Source: an optimization exercise on an open RTL-to-GDS flow (aim: small area and a short achievable clock period). Production flows keep margins and buffers that such runs may drop.
RTL that was checked went through simulation tests only; none was proved equivalent to the original.
Power and IR drop assume default switching activity.

red:
==> flow/design.v (excerpt) <==
module Main(
    input clk,
    input [7:0] instruction,
    input reset,
    output [7:0] ReadAddress,
    output [6:0] seg_ten,
    output [6:0] seg_one,
    output led
    );
Size: ~300 flip-flops, roughly 33 I/O pins, roughly 0.016 mm² of cells after synthesis.
export LEC_CHECK = 0
export CAP_MARGIN = 5
export CORE_MARGIN = 2
export CORE_UTILIZATION = 55
export CTS_BUF_LIST = sky130_fd_sc_hd__clkbuf_8
export CTS_CLUSTER_DIAMETER = 100
export CTS_CLUSTER_SIZE = 12
export SETUP_SLACK_MARGIN = 2.3
export SLEW_MARGIN = 5
export SYNTH_HIERARCHICAL = 1
export TNS_END_PERCENT = 0
create_clock -name core_clock -period 9.0 [get_ports {clk}]
run.sh (not shown) runs the stock make flow with config.mk's settings and CLKGATE_MAP_FILE= SYNTH_SCRIPT=/design/flow/synth_recipe.tcl, a recipe that flattens the netlist after the stock synthesis.
Edits applied to the flow inputs when going from red to blue:
-- flow/design.v --
<<< red, line 33
      cpu_ao4 ua (.s(rsd_alu), .d({R3[b], R2[b], R1[b], R0[b]}), .y(A[b]));
      cpu_ao4 ub (.s(rtd), .d({R3[b], R2[b], R1[b], R0[b]}), .y(B[b]));
      cpu_ao4 ub2 (.s(rtd), .d({R3[b], R2[b], R1[b], R0[b]}), .y(B2[b]));
      cpu_a21o ubi (.a1(B2[b]), .a2(b_en), .b1(is_sw & imm[b]), .x(BI[b]));
      cpu_ao4 uh (.s(rsd), .d({R3[4:2] == b, R2[4:2] == b, R1[4:2] == b, R0[4:2] == b}), .y(HA[b]));
    end
    for (b = 0; b < 4; b = b + 1) begin : rdlo
      cpu_ao4 ul (.s(rsd), .d({R3[1:0] == b, R2[1:0] == b, R1[1:0] == b, R0[1:0] == b}), .y(LA[b]));
    end
  endgenerate
>>> blue, line 33
      cpu_ao4 ua (.s(rsd_alu), .d({R3[b], R2[b], R1[b], R0[b]}), .y(A[b]));
      cpu_ao4 ub (.s(rtd), .d({R3[b], R2[b], R1[b], R0[b]}), .y(B[b]));
      cpu_mux4 ub2 (.s(rt), .d({R3[b], R2[b], R1[b], R0[b]}), .y(B2[b]));
      cpu_a21o ubi (.a1(B2[b]), .a2(b_en), .b1(is_sw & imm[b]), .x(BI[b]));
      cpu_mux4 uh (.s(rs), .d({R3[4:2] == b, R2[4:2] == b, R1[4:2] == b, R0[4:2] == b}), .y(HA[b]));
    end
    for (b = 0; b < 4; b = b + 1) begin : rdlo
      cpu_mux4 ul (.s(rs), .d({R3[1:0] == b, R2[1:0] == b, R1[1:0] == b, R0[1:0] == b}), .y(LA[b]));
    end
  endgenerate
<<< red, line 115
  cpu_seg7 u_one (.v(W[3:0]), .seg(seg_one));
endmodule
module cpu_ao4(input [3:0] s, input [3:0] d, output y);
  assign y = |(s & d);
>>> blue, line 115
  cpu_seg7 u_one (.v(W[3:0]), .seg(seg_one));
endmodule
module cpu_mux4(input [1:0] s, input [3:0] d, output y);
  assign y = d[s];
endmodule
module cpu_ao4(input [3:0] s, input [3:0] d, output y);
  assign y = |(s & d);
<<< red, line 125
endmodule
module cpu_add8(input [7:0] a, input [7:0] b, output [7:0] s);
  wire [7:0] p, g;
  wire [7:1] c;
  genvar i;
  generate
    for (i = 0; i < 8; i = i + 1) begin : pg
      cpu_xor2 up (.a(a[i]), .b(b[i]), .y(p[i]));
      cpu_and2 ug (.a(a[i]), .b(b[i]), .y(g[i]));
    end
  endgenerate
  cpu_carry uc (.g(g[6:0]), .p(p[6:0]), .c(c));
  assign s[0] = p[0];
  generate
    for (i = 1; i < 8; i = i + 1) begin : sm
      cpu_xor2 us (.a(p[i]), .b(c[i]), .y(s[i]));
    end
  endgenerate
endmodule
module cpu_xor2(input a, input b, output y);
  assign y = a ^ b;
endmodule
module cpu_and2(input a, input b, output y);
  assign y = a & b;
endmodule
module cpu_carry(input [6:0] g, input [6:0] p, output [7:1] c);
  wire g10 = g[1] | (p[1] & g[0]);
  wire g32 = g[3] | (p[3] & g[2]);
  wire p32 = p[3] & p[2];
  wire g54 = g[5] | (p[5] & g[4]);
  wire p54 = p[5] & p[4];
  wire g20 = g[2] | (p[2] & g10);
  wire g30 = g32 | (p32 & g10);
  wire g64 = g[6] | (p[6] & g54);
  wire p64 = p[6] & p54;
  wire g40 = g[4] | (p[4] & g30);
  wire g50 = g54 | (p54 & g30);
  wire g60 = g64 | (p64 & g30);
  assign c = {g60, g50, g40, g30, g20, g10, g[0]};
endmodule
module cpu_a21o(input a1, input a2, input b1, output x);
>>> blue, line 128
endmodule
module cpu_add8(input [7:0] a, input [7:0] b, output [7:0] s);
  assign s = a + b;
endmodule
module cpu_a21o(input a1, input a2, input b1, output x);
--- outcome ---
blue against red: sequential fraction of design power lost 2.1 points, global-route usage went up by 0.99 points, total wirelength of the detailed-routed design now sits higher, ratio of final minimum period to clock period saw an increase.
blue vs. red: share of cells above drive strength 1 climbed 0.64 points, post-cts repair resize count decreased by 56 relative to the old numbers.
Maximum number of pins on one net before global-route repair | blue above red
On combinational group share of total power: between blue and red, it ends up higher for blue.
Compared with red, blue shows a number of fillers in the final layout that is 39 higher.
Cmp blue vs red: minimum setup slack among reg-to-reg paths lower in blue
Function was not checked in any run of this note: the RTL went through the layout flow alone.

---

The RTL this note starts from:
==> flow/design.v <==
`timescale 1ns / 1ps
module Main(
    input clk,
    input [7:0] instruction,
    input reset,
    output [7:0] ReadAddress,
    output [6:0] seg_ten,
    output [6:0] seg_one,
    output led
    );
  wire [1:0] op = instruction[7:6];
  wire [1:0] rs = instruction[5:4];
  wire [1:0] rt = instruction[3:2];
  wire [1:0] x  = instruction[1:0];
  wire [7:0] imm = {{7{x[1]}}, x[0]};
  wire is_add  = (op == 2'b00);
  wire is_lw   = (op == 2'b01);
  wire is_sw   = (op == 2'b10);
  wire is_jump = (op == 2'b11);
  wire [3:0] rsd = {rs == 2'd3, rs == 2'd2, rs == 2'd1, rs == 2'd0};
  wire [3:0] rtd = {rt == 2'd3, rt == 2'd2, rt == 2'd1, rt == 2'd0};
  wire [3:0] rsd_alu = rsd & {4{~is_lw}};
  wire b_en = is_add | is_jump;
  wire [3:0] xd  = {x == 2'd3, x == 2'd2, x == 2'd1, x == 2'd0};
  wire [3:0] xd_lw = xd & {4{is_lw}};
  wire [3:0] xd_sw = xd & {4{is_sw}};
  reg [7:0] R0, R1, R2, R3;
  wire [7:0] A, B, B2, BI, HA;
  wire [3:0] LA;
  genvar b, i, g;
  generate
    for (b = 0; b < 8; b = b + 1) begin : rdport
      cpu_ao4 ua (.s(rsd_alu), .d({R3[b], R2[b], R1[b], R0[b]}), .y(A[b]));
      cpu_ao4 ub (.s(rtd), .d({R3[b], R2[b], R1[b], R0[b]}), .y(B[b]));
      cpu_ao4 ub2 (.s(rtd), .d({R3[b], R2[b], R1[b], R0[b]}), .y(B2[b]));
      cpu_a21o ubi (.a1(B2[b]), .a2(b_en), .b1(is_sw & imm[b]), .x(BI[b]));
      cpu_ao4 uh (.s(rsd), .d({R3[4:2] == b, R2[4:2] == b, R1[4:2] == b, R0[4:2] == b}), .y(HA[b]));
    end
    for (b = 0; b < 4; b = b + 1) begin : rdlo
      cpu_ao4 ul (.s(rsd), .d({R3[1:0] == b, R2[1:0] == b, R1[1:0] == b, R0[1:0] == b}), .y(LA[b]));
    end
  endgenerate
  wire [7:0] sum;
  cpu_add8 u_add (.a(A), .b(BI), .s(sum));
  wire [3:0] lo_rd [0:3];
  wire [3:0] lo_wr;
  generate
    for (b = 0; b < 4; b = b + 1) begin : lsel
      for (g = 0; g < 4; g = g + 1) begin : cp
        cpu_ao4 ur (.s(xd_lw), .d({LA[(b + 1) % 4], LA[(b + 2) % 4], LA[(b + 3) % 4], LA[b]}), .y(lo_rd[g][b]));
      end
      cpu_ao4 uw (.s(xd_sw), .d({LA[(b + 1) % 4], LA[(b + 2) % 4], LA[(b + 3) % 4], LA[b]}), .y(lo_wr[b]));
    end
  endgenerate
  wire c2, c2_a, c2_b;
  cpu_aoi22 u_c2a (.a1(x == 2'd3), .a2(LA[1]), .b1(x[1]), .b2(LA[2]), .y(c2_a));
  cpu_nand2 u_c2b (.a(x != 2'd0), .b(LA[3]), .y(c2_b));
  cpu_nand2 u_c2 (.a(c2_a), .b(c2_b), .y(c2));
  wire [7:0] hc0 = x[1] ? {HA[0], HA[7:1]} : HA;
  wire [7:0] hc1 = x[1] ? HA : {HA[6:0], HA[7]};
  wire [7:0] hi, hi_wr;
  generate
    for (b = 0; b < 8; b = b + 1) begin : hsel
      cpu_mux2 u (.s(c2), .a(hc0[b]), .b(hc1[b]), .y(hi[b]));
      cpu_mux2 uw (.s(c2), .a(hc0[b]), .b(hc1[b]), .y(hi_wr[b]));    
    end
  endgenerate
  reg [7:0] M [0:31];
  wire [7:0] alu_nlw = sum;
  wire [7:0] W;
  generate
    for (b = 0; b < 8; b = b + 1) begin : rdmem
      wire [7:0] grp;
      for (g = 0; g < 8; g = g + 1) begin : gr
        cpu_ao4 u (.s(lo_rd[b / 2]), .d({M[4*g+3][b], M[4*g+2][b], M[4*g+1][b], M[4*g][b]}), .y(grp[g]));
      end
      wire [3:0] t;
      cpu_aoi22 u0 (.a1(hi[0]), .a2(grp[0]), .b1(hi[1]), .b2(grp[1]), .y(t[0]));
      cpu_aoi22 u1 (.a1(hi[2]), .a2(grp[2]), .b1(hi[3]), .b2(grp[3]), .y(t[1]));
      cpu_aoi22 u2 (.a1(hi[4]), .a2(grp[4]), .b1(hi[5]), .b2(grp[5]), .y(t[2]));
      cpu_aoi221 u3 (.a1(hi[6]), .a2(grp[6]), .b1(hi[7]), .b2(grp[7]), .c(alu_nlw[b]), .y(t[3]));
      cpu_nand4 us (.a(t[0]), .b(t[1]), .c(t[2]), .d(t[3]), .y(W[b]));
    end
  endgenerate
  wire [3:0] rwe;
  assign rwe[0] = (is_add & (x == 2'd0)) | (is_lw & (rt == 2'd0));
  assign rwe[1] = (is_add & (x == 2'd1)) | (is_lw & (rt == 2'd1));
  assign rwe[2] = (is_add & (x == 2'd2)) | (is_lw & (rt == 2'd2));
  assign rwe[3] = (is_add & (x == 2'd3)) | (is_lw & (rt == 2'd3));
  always @(posedge clk or posedge reset) begin
    if (reset) begin
      R0 <= 8'd0; R1 <= 8'd0; R2 <= 8'd0; R3 <= 8'd0;
    end else begin
      if (rwe[0]) R0 <= W;
      if (rwe[1]) R1 <= W;
      if (rwe[2]) R2 <= W;
      if (rwe[3]) R3 <= W;
    end
  end
  generate
    for (i = 0; i < 32; i = i + 1) begin : mw
      always @(posedge clk or posedge reset)
        if (reset) M[i] <= (i <= 16) ? (i % 16) : (272 - i);
        else if (hi_wr[i / 4] & lo_wr[i % 4]) M[i] <= B;
    end
  endgenerate
  reg [7:0] PC;
  always @(posedge clk or posedge reset) begin
    if (reset) PC <= 8'd0;
    else PC <= PC + 8'd1 + (is_jump ? imm : 8'd0);
  end
  assign ReadAddress = PC;
  assign led = reset;
  cpu_seg7 u_ten (.v(W[7:4]), .seg(seg_ten));
  cpu_seg7 u_one (.v(W[3:0]), .seg(seg_one));
endmodule
module cpu_ao4(input [3:0] s, input [3:0] d, output y);
  assign y = |(s & d);
endmodule
module cpu_ao4p1(input [3:0] s, input [3:0] d, input e, output y);
  wire t0, t1;
  cpu_aoi22 u0 (.a1(s[0]), .a2(d[0]), .b1(s[1]), .b2(d[1]), .y(t0));
  cpu_aoi221 u1 (.a1(s[2]), .a2(d[2]), .b1(s[3]), .b2(d[3]), .c(e), .y(t1));
  cpu_nand2 u2 (.a(t0), .b(t1), .y(y));
endmodule
module cpu_add8(input [7:0] a, input [7:0] b, output [7:0] s);
  wire [7:0] p, g;
  wire [7:1] c;
  genvar i;
  generate
    for (i = 0; i < 8; i = i + 1) begin : pg
      cpu_xor2 up (.a(a[i]), .b(b[i]), .y(p[i]));
      cpu_and2 ug (.a(a[i]), .b(b[i]), .y(g[i]));
    end
  endgenerate
  cpu_carry uc (.g(g[6:0]), .p(p[6:0]), .c(c));
  assign s[0] = p[0];
  generate
    for (i = 1; i < 8; i = i + 1) begin : sm
      cpu_xor2 us (.a(p[i]), .b(c[i]), .y(s[i]));
    end
  endgenerate
endmodule
module cpu_xor2(input a, input b, output y);
  assign y = a ^ b;
endmodule
module cpu_and2(input a, input b, output y);
  assign y = a & b;
endmodule
module cpu_carry(input [6:0] g, input [6:0] p, output [7:1] c);
  wire g10 = g[1] | (p[1] & g[0]);
  wire g32 = g[3] | (p[3] & g[2]);
  wire p32 = p[3] & p[2];
  wire g54 = g[5] | (p[5] & g[4]);
  wire p54 = p[5] & p[4];
  wire g20 = g[2] | (p[2] & g10);
  wire g30 = g32 | (p32 & g10);
  wire g64 = g[6] | (p[6] & g54);
  wire p64 = p[6] & p54;
  wire g40 = g[4] | (p[4] & g30);
  wire g50 = g54 | (p54 & g30);
  wire g60 = g64 | (p64 & g30);
  assign c = {g60, g50, g40, g30, g20, g10, g[0]};
endmodule
module cpu_a21o(input a1, input a2, input b1, output x);
  assign x = (a1 & a2) | b1;
endmodule
module cpu_aoi221(input a1, input a2, input b1, input b2, input c, output y);
  assign y = ~((a1 & a2) | (b1 & b2) | c);
endmodule
module cpu_nand4(input a, input b, input c, input d, output y);
  assign y = ~(a & b & c & d);
endmodule
module cpu_aoi22(input a1, input a2, input b1, input b2, output y);
  assign y = ~((a1 & a2) | (b1 & b2));
endmodule
module cpu_nand2(input a, input b, output y);
  assign y = ~(a & b);
endmodule
module cpu_mux2(input s, input a, input b, output y);
  assign y = s ? b : a;
endmodule
module cpu_seg7(input [3:0] v, output reg [6:0] seg);
  always @* begin
    case (v)
      4'h0: seg = 7'b0111111;
      4'h1: seg = 7'b0000110;
      4'h2: seg = 7'b1011011;
      4'h3: seg = 7'b1001111;
      4'h4: seg = 7'b1100110;
      4'h5: seg = 7'b1101101;
      4'h6: seg = 7'b1111101;
      4'h7: seg = 7'b0000111;
      4'h8: seg = 7'b1111111;
      4'h9: seg = 7'b1101111;
      4'hA: seg = 7'b1110111;
      4'hB: seg = 7'b1011110;
      4'hC: seg = 7'b0111001;
      4'hD: seg = 7'b1001110;
      4'hE: seg = 7'b1111001;
      default: seg = 7'b1110001;
    endcase
  end
endmodule
Settings: LEC_CHECK=0, CAP_MARGIN=5, CORE_MARGIN=2, CORE_UTILIZATION=55, CTS_BUF_LIST=sky130_fd_sc_hd__clkbuf_8, CTS_CLUSTER_DIAMETER=100, CTS_CLUSTER_SIZE=12, SETUP_SLACK_MARGIN=2.3, SLEW_MARGIN=5, SYNTH_HIERARCHICAL=1, TNS_END_PERCENT=0; clock period 9.0 ns.
==> next run, changes <==
--- a/flow/design.v
+++ b/flow/design.v
@@ -122,47 +122,11 @@
   cpu_aoi22 u0 (.a1(s[0]), .a2(d[0]), .b1(s[1]), .b2(d[1]), .y(t0));
   cpu_aoi221 u1 (.a1(s[2]), .a2(d[2]), .b1(s[3]), .b2(d[3]), .c(e), .y(t1));
   cpu_nand2 u2 (.a(t0), .b(t1), .y(y));
 endmodule
 module cpu_add8(input [7:0] a, input [7:0] b, output [7:0] s);
-  wire [7:0] p, g;
-  wire [7:1] c;
-  genvar i;
-  generate
-    for (i = 0; i < 8; i = i + 1) begin : pg
-      cpu_xor2 up (.a(a[i]), .b(b[i]), .y(p[i]));
-      cpu_and2 ug (.a(a[i]), .b(b[i]), .y(g[i]));
-    end
-  endgenerate
-  cpu_carry uc (.g(g[6:0]), .p(p[6:0]), .c(c));
-  assign s[0] = p[0];
-  generate
-    for (i = 1; i < 8; i = i + 1) begin : sm
-      cpu_xor2 us (.a(p[i]), .b(c[i]), .y(s[i]));
-    end
-  endgenerate
-endmodule
-module cpu_xor2(input a, input b, output y);
-  assign y = a ^ b;
-endmodule
-module cpu_and2(input a, input b, output y);
-  assign y = a & b;
-endmodule
-module cpu_carry(input [6:0] g, input [6:0] p, output [7:1] c);
-  wire g10 = g[1] | (p[1] & g[0]);
-  wire g32 = g[3] | (p[3] & g[2]);
-  wire p32 = p[3] & p[2];
-  wire g54 = g[5] | (p[5] & g[4]);
-  wire p54 = p[5] & p[4];
-  wire g20 = g[2] | (p[2] & g10);
-  wire g30 = g32 | (p32 & g10);
-  wire g64 = g[6] | (p[6] & g54);
-  wire p64 = p[6] & p54;
-  wire g40 = g[4] | (p[4] & g30);
-  wire g50 = g54 | (p54 & g30);
-  wire g60 = g64 | (p64 & g30);
-  assign c = {g60, g50, g40, g30, g20, g10, g[0]};
+  assign s = a + b;
 endmodule
 module cpu_a21o(input a1, input a2, input b1, output x);
   assign x = (a1 & a2) | b1;
 endmodule
 module cpu_aoi221(input a1, input a2, input b1, input b2, input c, output y);
After rerunning:
- synthesized cell count is lower slightly
- sequential power hardly moves
- worst setup slack is worse by 110 ps
- core utilization fell by 0.38 points
- global-route usage shrinks by 0.48 points
- clock skew is higher by 30 ps
- clock power grows by a few percent
- routed wire length is lower by a few percent
No functional check of the RTL was part of the second run of this note.

## separate check: timing with driven ports
Ports are ideal in the flow. The routed layouts listed here were re-timed in OpenROAD. Step 1 (the two cells are an assumption about what drives the block):
set clk [get_ports {clk}]
set_driving_cell -lib_cell sky130_fd_sc_hd__clkbuf_16 $clk
set_driving_cell -lib_cell sky130_fd_sc_hd__buf_2 [delete_from_list [all_inputs] $clk]
Step 2 times the ports against the registers' clock, not the clock port: input delays grow and output delays shrink by t, the midpoint of the rising clock arrivals with the driver on. Slacks: ideal ports / drivers / drivers and shift; pairs: ideal ports / drivers.
| run | shift t [ns] | setup WS [ns] | clock arrival spread, ns | worst register clock-pin slew, ns | pins driven straight from the clock port |
|---|---|---|---|---|---|
| red | 0.630 | 2.209 / 2.164 / 2.164 | 0.016 / 0.016 | 0.10 / 0.10 | 1 |
| blue | 0.663 | 2.095 / 2.047 / 2.047 | 0.051 / 0.051 | 0.10 / 0.10 | 1 |
| the first run of note 2 | 0.634 | 2.281 / 2.223 / 2.223 | 0.016 / 0.016 | 0.09 / 0.09 | 1 |
| the second run of note 2 | 0.671 | 2.175 / 2.132 / 2.132 | 0.047 / 0.046 | 0.11 / 0.11 | 1 |
After both steps every run listed still meets setup and hold. For the first run of note 2, which loses most, drivers alone change the setup slack by -0.058 ns; drivers and shift together by -0.058 ns.
